This is an optimization exercise on Yosys and OpenROAD, whose aim is small area and a short achievable clock period, not a production implementation. RTL that was checked went through simulation tests only; none was proved equivalent to the original.

v6:
## pe
module pe (
    input wire clk,
    input wire rst,
    input wire [15:0] act,
    input wire [15:0] wgt,
    input wire store,
    input wire reuse,
    input wire [3:0] addr,
    input wire update_out,
    output reg [31:0] out
);
Size in the first run: roughly 170 flip-flops, ~73 I/O pins, ~16000 um2 of cells after synthesis.
export LEC_CHECK = 0
export CAP_MARGIN = 20
export CORE_MARGIN = 2
export CORE_UTILIZATION = 60
export PLACE_DENSITY = 0.75
export SETUP_SLACK_MARGIN = 5
export SLEW_MARGIN = 20
export SYNTH_HIERARCHICAL = 1
create_clock -name core_clock -period 11.0 [get_ports {clk}]
standard.sh (not shown) runs the stock make flow with config.mk's settings and CLKGATE_MAP_FILE= SYNTH_SCRIPT=/design/flow/synth_recipe.tcl, a recipe that flattens the netlist after the stock synthesis.
==> flow/flow/run.sh <==
#!/bin/bash
# Layout flow. Synthesis is the standard synthesis, unchanged. After the floorplan,
# every combinational cell is set to its smallest drive strength (downsize.tcl); the rest
# is the standard layout, with the ports buffered by buf_2 cells and timing repair
# aiming at 6 ns of setup slack, so that it upsizes only the cells the timing needs.
# After the global-route repair, recover.tcl sets cells back to smaller drive strengths
# where that does not lower the worst setup slack (recover_hook.tcl).
# Each step's full output goes to its own log file in this folder.
set -euo pipefail
here=$(pwd)
bash standard.sh synth > synth.log 2>&1
bash standard.sh floorplan > floorplan.log 2>&1
odb=$(ls $here/orfs/results/*/pe/base/2_floorplan.odb)
DS_ODB=$odb openroad -no_init -exit flow/downsize.tcl > downsize.log 2>&1
bash standard.sh 'BUFFER_PORTS_ARGS=-buffer_cell sky130_fd_sc_hd__buf_2' SETUP_SLACK_MARGIN=6 POST_GLOBAL_ROUTE_TCL=$here/flow/recover_hook.tcl finish > layout.log 2>&1
Other scripts of this flow, unchanged in this note and not shown: flow/flow/downsize.tcl, flow/flow/recover.tcl, flow/flow/recover_hook.tcl
Setup changes, v6 to v7
diff --git a/flow/design.v b/flow/design.v
--- a/flow/design.v
+++ b/flow/design.v
@@ -11,23 +11,22 @@
     input wire update_out,
     output reg [31:0] out
 );
     reg [31:0] accg;              
     reg [31:0] bm_r;              
     reg [7:0] one, two, neg;      
     reg [15:0] r1, r2, r3;        
-    reg [3:1] rv;                 
     reg start;
     wire [31:0] acc_next;
     wire a0 = addr == 4'd0;
     wire a1 = addr == 4'd1;
     wire a2 = addr == 4'd2;
     wire a3 = addr == 4'd3;
-    wire [15:0] bm = ({16{~reuse}} & wgt) | ({16{reuse & a1 & rv[1]}} & r1)
-                   | ({16{reuse & a2 & rv[2]}} & r2) | ({16{reuse & a3 & rv[3]}} & r3);
+    wire [15:0] bm = ({16{~reuse}} & wgt) | ({16{reuse & a1}} & r1)
+                   | ({16{reuse & a2}} & r2) | ({16{reuse & a3}} & r3);
     wire [31:0] bsel = rst ? 32'd0 : (reuse & a0) ? acc_next : {16'd0, bm};
     wire keep = ~rst & ~start;
     wire [17:0] ax = {1'b0, act, 1'b0};
     wire [7:0] one_d, two_d;
     genvar g;
     generate for (g = 0; g < 8; g = g + 1) begin : enc
         assign one_d[g] = ax[2*g+1] ^ ax[2*g];
@@ -467,25 +466,24 @@
     pe_cpa cpa (.a(row_a), .b(row_b), .s(acc_next));
     always @(posedge clk) begin
         bm_r <= bsel;
         one <= one_d;
         two <= two_d;
         neg <= {8{~rst}} & {act[15], act[13], act[11], act[9], act[7], act[5], act[3], act[1]};
         accg <= {32{keep}} & acc_next;
-        if (store && a1) r1 <= wgt;    
-        if (store && a2) r2 <= wgt;
-        if (store && a3) r3 <= wgt;
         if (rst) begin
-            rv <= 3'b000;
+            r1 <= 16'd0;
+            r2 <= 16'd0;
+            r3 <= 16'd0;
             out <= 32'd0;
             start <= 1'b0;
         end else begin
-            if (store && a1) rv[1] <= 1'b1;
-            if (store && a2) rv[2] <= 1'b1;
-            if (store && a3) rv[3] <= 1'b1;
+            if (store && a1) r1 <= wgt;
+            if (store && a2) r2 <= wgt;
+            if (store && a3) r3 <= wgt;
             if (update_out) out <= acc_next;
             start <= update_out;
         end
     end
 endmodule
 module pe_cpa (input wire [31:0] a, input wire [31:0] b, output wire [31:0] s);
     wire [31:0] cg0 = a & b;
Notes after the runs:
Non-filler instance count after layout grows by a few percent when moving from v6 to v7.
In v7 the global routing usage on met3 turned out 3.0 points higher than in v6.
[v7 vs v6] total detailed-routing wirelength: higher in v7
v7 against v6: setup slack +0.095 ns; worst reg-to-reg setup slack +0.09 ns; growth of design area from synthesis to finish -2.2 points; time the worst path needs with I/O delays and setup -0.095 ns; global routing met1 resource utilization -2.3 points.
Compared with v6, in v7 highest attainable clock frequency rose 1.8%.
The RTL of v6 was laid out without a check of its function.

---

Setup of v1:
pe, a different RTL version from the one above (not shown whole).
For scale: ~1400 cells after synthesis, ~170 flip-flops, about 73 I/O pins, ~16000 um^2 of cells after synthesis.
// pe
module pe (
    input wire clk,
    input wire rst,
    input wire [15:0] act,
    input wire [15:0] wgt,
    input wire store,
    input wire reuse,
    input wire [3:0] addr,
    input wire update_out,
    output reg [31:0] out
);
    reg [31:0] accg;              
    reg [31:0] bm_r;              
    reg [7:0] one, two, neg;      
    reg [15:0] r1, r2, r3;        
    reg start;
    wire [31:0] acc_next;
    wire a0 = addr == 4'd0;
    wire a1 = addr == 4'd1;
    wire a2 = addr == 4'd2;
    wire a3 = addr == 4'd3;
    wire [15:0] bm = ({16{~reuse}} & wgt) | ({16{reuse & a1}} & r1)
                   | ({16{reuse & a2}} & r2) | ({16{reuse & a3}} & r3);
    wire [31:0] bsel = rst ? 32'd0 : (reuse & a0) ? acc_next : {16'd0, bm};
    wire keep = ~rst & ~start;
    wire [17:0] ax = {1'b0, act, 1'b0};
    wire [7:0] one_d, two_d;
    genvar g;
    generate for (g = 0; g < 8; g = g + 1) begin : enc
        assign one_d[g] = ax[2*g+1] ^ ax[2*g];
        assign two_d[g] = (ax[2*g+2] & ~ax[2*g+1] & ~ax[2*g]) | (~ax[2*g+2] & ax[2*g+1] & ax[2*g]);
    end endgenerate
    wire [32:0] Bx = {bm_r, 1'b0};
    wire [31:0] pp0;
    wire [29:0] pp1;
    wire [27:0] pp2;
    wire [25:0] pp3;
    wire [23:0] pp4;
    wire [21:0] pp5;
    wire [19:0] pp6;
    wire [17:0] pp7;
    generate for (g = 0; g < 32; g = g + 1) begin : pp
        if (g > 0 && g < 32) pe_bsel b0 (.one(one[0]), .two(two[0]), .neg(neg[0]), .b1(Bx[g+1]), .b0(Bx[g]), .p(pp0[g]));
        if (g > 0 && g < 30) pe_bsel b1 (.one(one[1]), .two(two[1]), .neg(neg[1]), .b1(Bx[g+1]), .b0(Bx[g]), .p(pp1[g]));
        if (g > 0 && g < 28) pe_bsel b2 (.one(one[2]), .two(two[2]), .neg(neg[2]), .b1(Bx[g+1]), .b0(Bx[g]), .p(pp2[g]));
        if (g > 0 && g < 26) pe_bsel b3 (.one(one[3]), .two(two[3]), .neg(neg[3]), .b1(Bx[g+1]), .b0(Bx[g]), .p(pp3[g]));
        if (g > 0 && g < 24) pe_bsel b4 (.one(one[4]), .two(two[4]), .neg(neg[4]), .b1(Bx[g+1]), .b0(Bx[g]), .p(pp4[g]));
        if (g > 0 && g < 22) pe_bsel b5 (.one(one[5]), .two(two[5]), .neg(neg[5]), .b1(Bx[g+1]), .b0(Bx[g]), .p(pp5[g]));
        if (g > 0 && g < 20) pe_bsel b6 (.one(one[6]), .two(two[6]), .neg(neg[6]), .b1(Bx[g+1]), .b0(Bx[g]), .p(pp6[g]));
        if (g > 0 && g < 18) pe_bsel b7 (.one(one[7]), .two(two[7]), .neg(neg[7]), .b1(Bx[g+1]), .b0(Bx[g]), .p(pp7[g]));
    end endgenerate
    assign pp0[0] = (one[0] & bm_r[0]) ^ neg[0];
  ...
Settings: LEC_CHECK=0, CAP_MARGIN=20, CORE_MARGIN=2, CORE_UTILIZATION=60, PLACE_DENSITY=0.75, SETUP_SLACK_MARGIN=5, SLEW_MARGIN=20, SYNTH_HIERARCHICAL=1; clock period 11.0 ns.
==> flow/flow/run.sh <==
#!/bin/bash
# Layout flow: the standard synthesis unchanged; after the floorplan every
# combinational cell is set to its smallest drive strength (downsize.tcl), then the standard flow's
# standard layout continues, with timing repair upsizing what the timing needs.
set -euo pipefail
here=$(pwd)
bash standard.sh synth > synth.log 2>&1
bash standard.sh floorplan > floorplan.log 2>&1
odb=$(ls $here/orfs/results/*/pe/base/2_floorplan.odb)
DS_ODB=$odb openroad -no_init -exit flow/downsize.tcl > downsize.log 2>&1
bash standard.sh 'BUFFER_PORTS_ARGS=-buffer_cell sky130_fd_sc_hd__buf_2' SETUP_SLACK_MARGIN=6 finish > layout.log 2>&1
==> flow/flow/downsize.tcl <==
# Set every combinational standard cell to the smallest drive strength of the same
# function; timing repair later in the flow upsizes the cells that need it.
# Flip-flops, tap cells and port buffers are left alone.
set odb_file $::env(DS_ODB)
read_db $odb_file
set db [ord::get_db]
set block [ord::get_db_block]
set skip {dfxtp dfxbp dfrtp dfrbp dfstp dfsbp edfxtp sdfxtp tapvpwrvgnd conb clkbuf clkinv}
set n 0
foreach inst [$block getInsts] {
  set m [$inst getMaster]
  set name [$m getName]
  if {![regexp {^sky130_fd_sc_hd__(\w+)_(\d+)$} $name -> base drive]} { continue }
  if {[lsearch -exact $skip $base] >= 0} { continue }
  set best ""
  set best_area [expr {[$m getWidth] * [$m getHeight]}]
  foreach d {0 1 2} {
    if {$d >= $drive} { break }
    set cand [$db findMaster "sky130_fd_sc_hd__${base}_$d"]
    if {$cand eq "NULL" || $cand eq ""} { continue }
    set a [expr {[$cand getWidth] * [$cand getHeight]}]
    if {$a < $best_area} { set best $cand; set best_area $a }
  }
  if {$best ne ""} {
    $inst swapMaster $best
    incr n
  }
}
puts "downsized $n instances"
write_db $odb_file
--- input diff v1..v32 ---
--- a/flow/design.v
+++ b/flow/design.v
@@ -460,37 +460,14 @@
     wire fs183, fc183;
     pe_fa u198 (.a(fs124), .b(fc152), .c(fs153), .s(fs183), .co(fc183));
     wire fs184, fc184;
     pe_fa u199 (.a(fs126), .b(fc153), .c(fs154), .s(fs184), .co(fc184));
     wire [31:0] row_a = {fc183, fc182, fc181, fc180, fc179, fc178, fc177, fc176, fc175, fc174, fc173, fc172, fc171, fc170, fc169, fc168, fc167, fc166, fc165, fc164, fc163, fc162, fc161, fc160, fc159, fc158, fc157, fc156, fc155, hc16, hc15, hs15};
     wire [31:0] row_b = {fs184, fs183, fs182, fs181, fs180, fs179, fs178, fs177, fs176, fs175, fs174, fs173, fs172, fs171, fs170, fs169, fs168, fs167, fs166, fs165, fs164, fs163, fs162, fs161, fs160, fs159, fs158, fs157, fs156, fs155, hs16, pp0[0]};
-    pe_cpa cpa (.a(row_a), .b(row_b), .s(acc_next));
-    always @(posedge clk) begin
-        bm_r <= bsel;
-        one <= one_d;
-        two <= two_d;
-        neg <= {act[15], act[13], act[11], act[9], act[7], act[5], act[3], act[1]};
-        accg <= {32{keep}} & acc_next;
-        if (rst) begin
-            r1 <= 16'd0;
-            r2 <= 16'd0;
-            r3 <= 16'd0;
-            out <= 32'd0;
-            start <= 1'b0;
-        end else begin
-            if (store && a1) r1 <= wgt;
-            if (store && a2) r2 <= wgt;
-            if (store && a3) r3 <= wgt;
-            if (update_out) out <= acc_next;
-            start <= update_out;
-        end
-    end
-endmodule
-module pe_cpa (input wire [31:0] a, input wire [31:0] b, output wire [31:0] s);
-    wire [31:0] cg0 = a & b;
-    wire [31:0] cp0 = a ^ b;
+    wire [31:0] cg0 = row_a & row_b;
+    wire [31:0] cp0 = row_a ^ row_b;
     wire [31:0] cg1, cp1;
     assign cg1[0] = cg0[0]; assign cp1[0] = cp0[0];
     assign cg1[1] = cg0[1] | (cp0[1] & cg0[0]); assign cp1[1] = cp0[1] & cp0[0];
     assign cg1[2] = cg0[2] | (cp0[2] & cg0[1]); assign cp1[2] = cp0[2] & cp0[1];
     assign cg1[3] = cg0[3] | (cp0[3] & cg0[2]); assign cp1[3] = cp0[3] & cp0[2];
     assign cg1[4] = cg0[4] | (cp0[4] & cg0[3]); assign cp1[4] = cp0[4] & cp0[3];
@@ -650,13 +627,33 @@
     assign cg5[26] = cg4[26] | (cp4[26] & cg4[10]); assign cp5[26] = cp4[26] & cp4[10];
     assign cg5[27] = cg4[27] | (cp4[27] & cg4[11]); assign cp5[27] = cp4[27] & cp4[11];
     assign cg5[28] = cg4[28] | (cp4[28] & cg4[12]); assign cp5[28] = cp4[28] & cp4[12];
     assign cg5[29] = cg4[29] | (cp4[29] & cg4[13]); assign cp5[29] = cp4[29] & cp4[13];
     assign cg5[30] = cg4[30] | (cp4[30] & cg4[14]); assign cp5[30] = cp4[30] & cp4[14];
     assign cg5[31] = cg4[31] | (cp4[31] & cg4[15]); assign cp5[31] = cp4[31] & cp4[15];
-    assign s = cp0 ^ {cg5[30:0], 1'b0};
+    assign acc_next = cp0 ^ {cg5[30:0], 1'b0};
+    always @(posedge clk) begin
+        bm_r <= bsel;
+        one <= one_d;
+        two <= two_d;
+        neg <= {act[15], act[13], act[11], act[9], act[7], act[5], act[3], act[1]};
+        accg <= {32{keep}} & acc_next;
+        if (rst) begin
+            r1 <= 16'd0;
+            r2 <= 16'd0;
+            r3 <= 16'd0;
+            out <= 32'd0;
+            start <= 1'b0;
+        end else begin
+            if (store && a1) r1 <= wgt;
+            if (store && a2) r2 <= wgt;
+            if (store && a3) r3 <= wgt;
+            if (update_out) out <= acc_next;
+            start <= update_out;
+        end
+    end
 endmodule
 module pe_bsel (input wire one, input wire two, input wire neg, input wire b1, input wire b0, output wire p);
     assign p = ((one & b1) | (two & b0)) ^ neg;
 endmodule
 module pe_fa (input wire a, input wire b, input wire c, output wire s, output wire co);
     assign s = a ^ b ^ c;
==> comparison <==
Worst setup slack in v32 vs v1: up 150 ps
Comparing v32 and v1, the higher worst slack on hold paths is on v1.
Number of nets in the layout, v32 vs v1: up by a few percent
Looking at buffers plus inverters on the worst setup path, v32 sits 3 below v1.
Critical path depth: lower on v32
Share of the synthesized area in compound gates (AO/OA/AOI/OAI) in v32 is 4.2 points above v1.
No functional check of the RTL was part of any run of this note.

==> re-timing with driven ports <==
The flow's constraints put no driver on any port. The routed layouts listed below were extracted and timed again, unchanged, in two steps.
Step 1 assumes that a clkbuf_16 drives the clock port and a buf_2 every other input.
Step 2 also shifts input and output timing later by t, the mid clock arrival at the registers, as if the neighbouring blocks saw the same clock.
a / b / c = ideal ports / drivers / drivers and shift; a / b = the first two.
| run | t, ns | slack for setup (ns) | worst slew at a driven data input, ns |
|---|---|---|---|
| v6 | 0.484 | 5.661 / 5.661 / 5.661 | 0.04 |
| v7 | 0.482 | 5.755 / 5.755 / 5.755 | 0.05 |
| v1 | 0.496 | 5.668 / 5.668 / 5.668 | 0.03 |
| v32 | 0.490 | 5.816 / 5.816 / 5.816 | 0.04 |
After both steps every run listed still meets setup and hold.
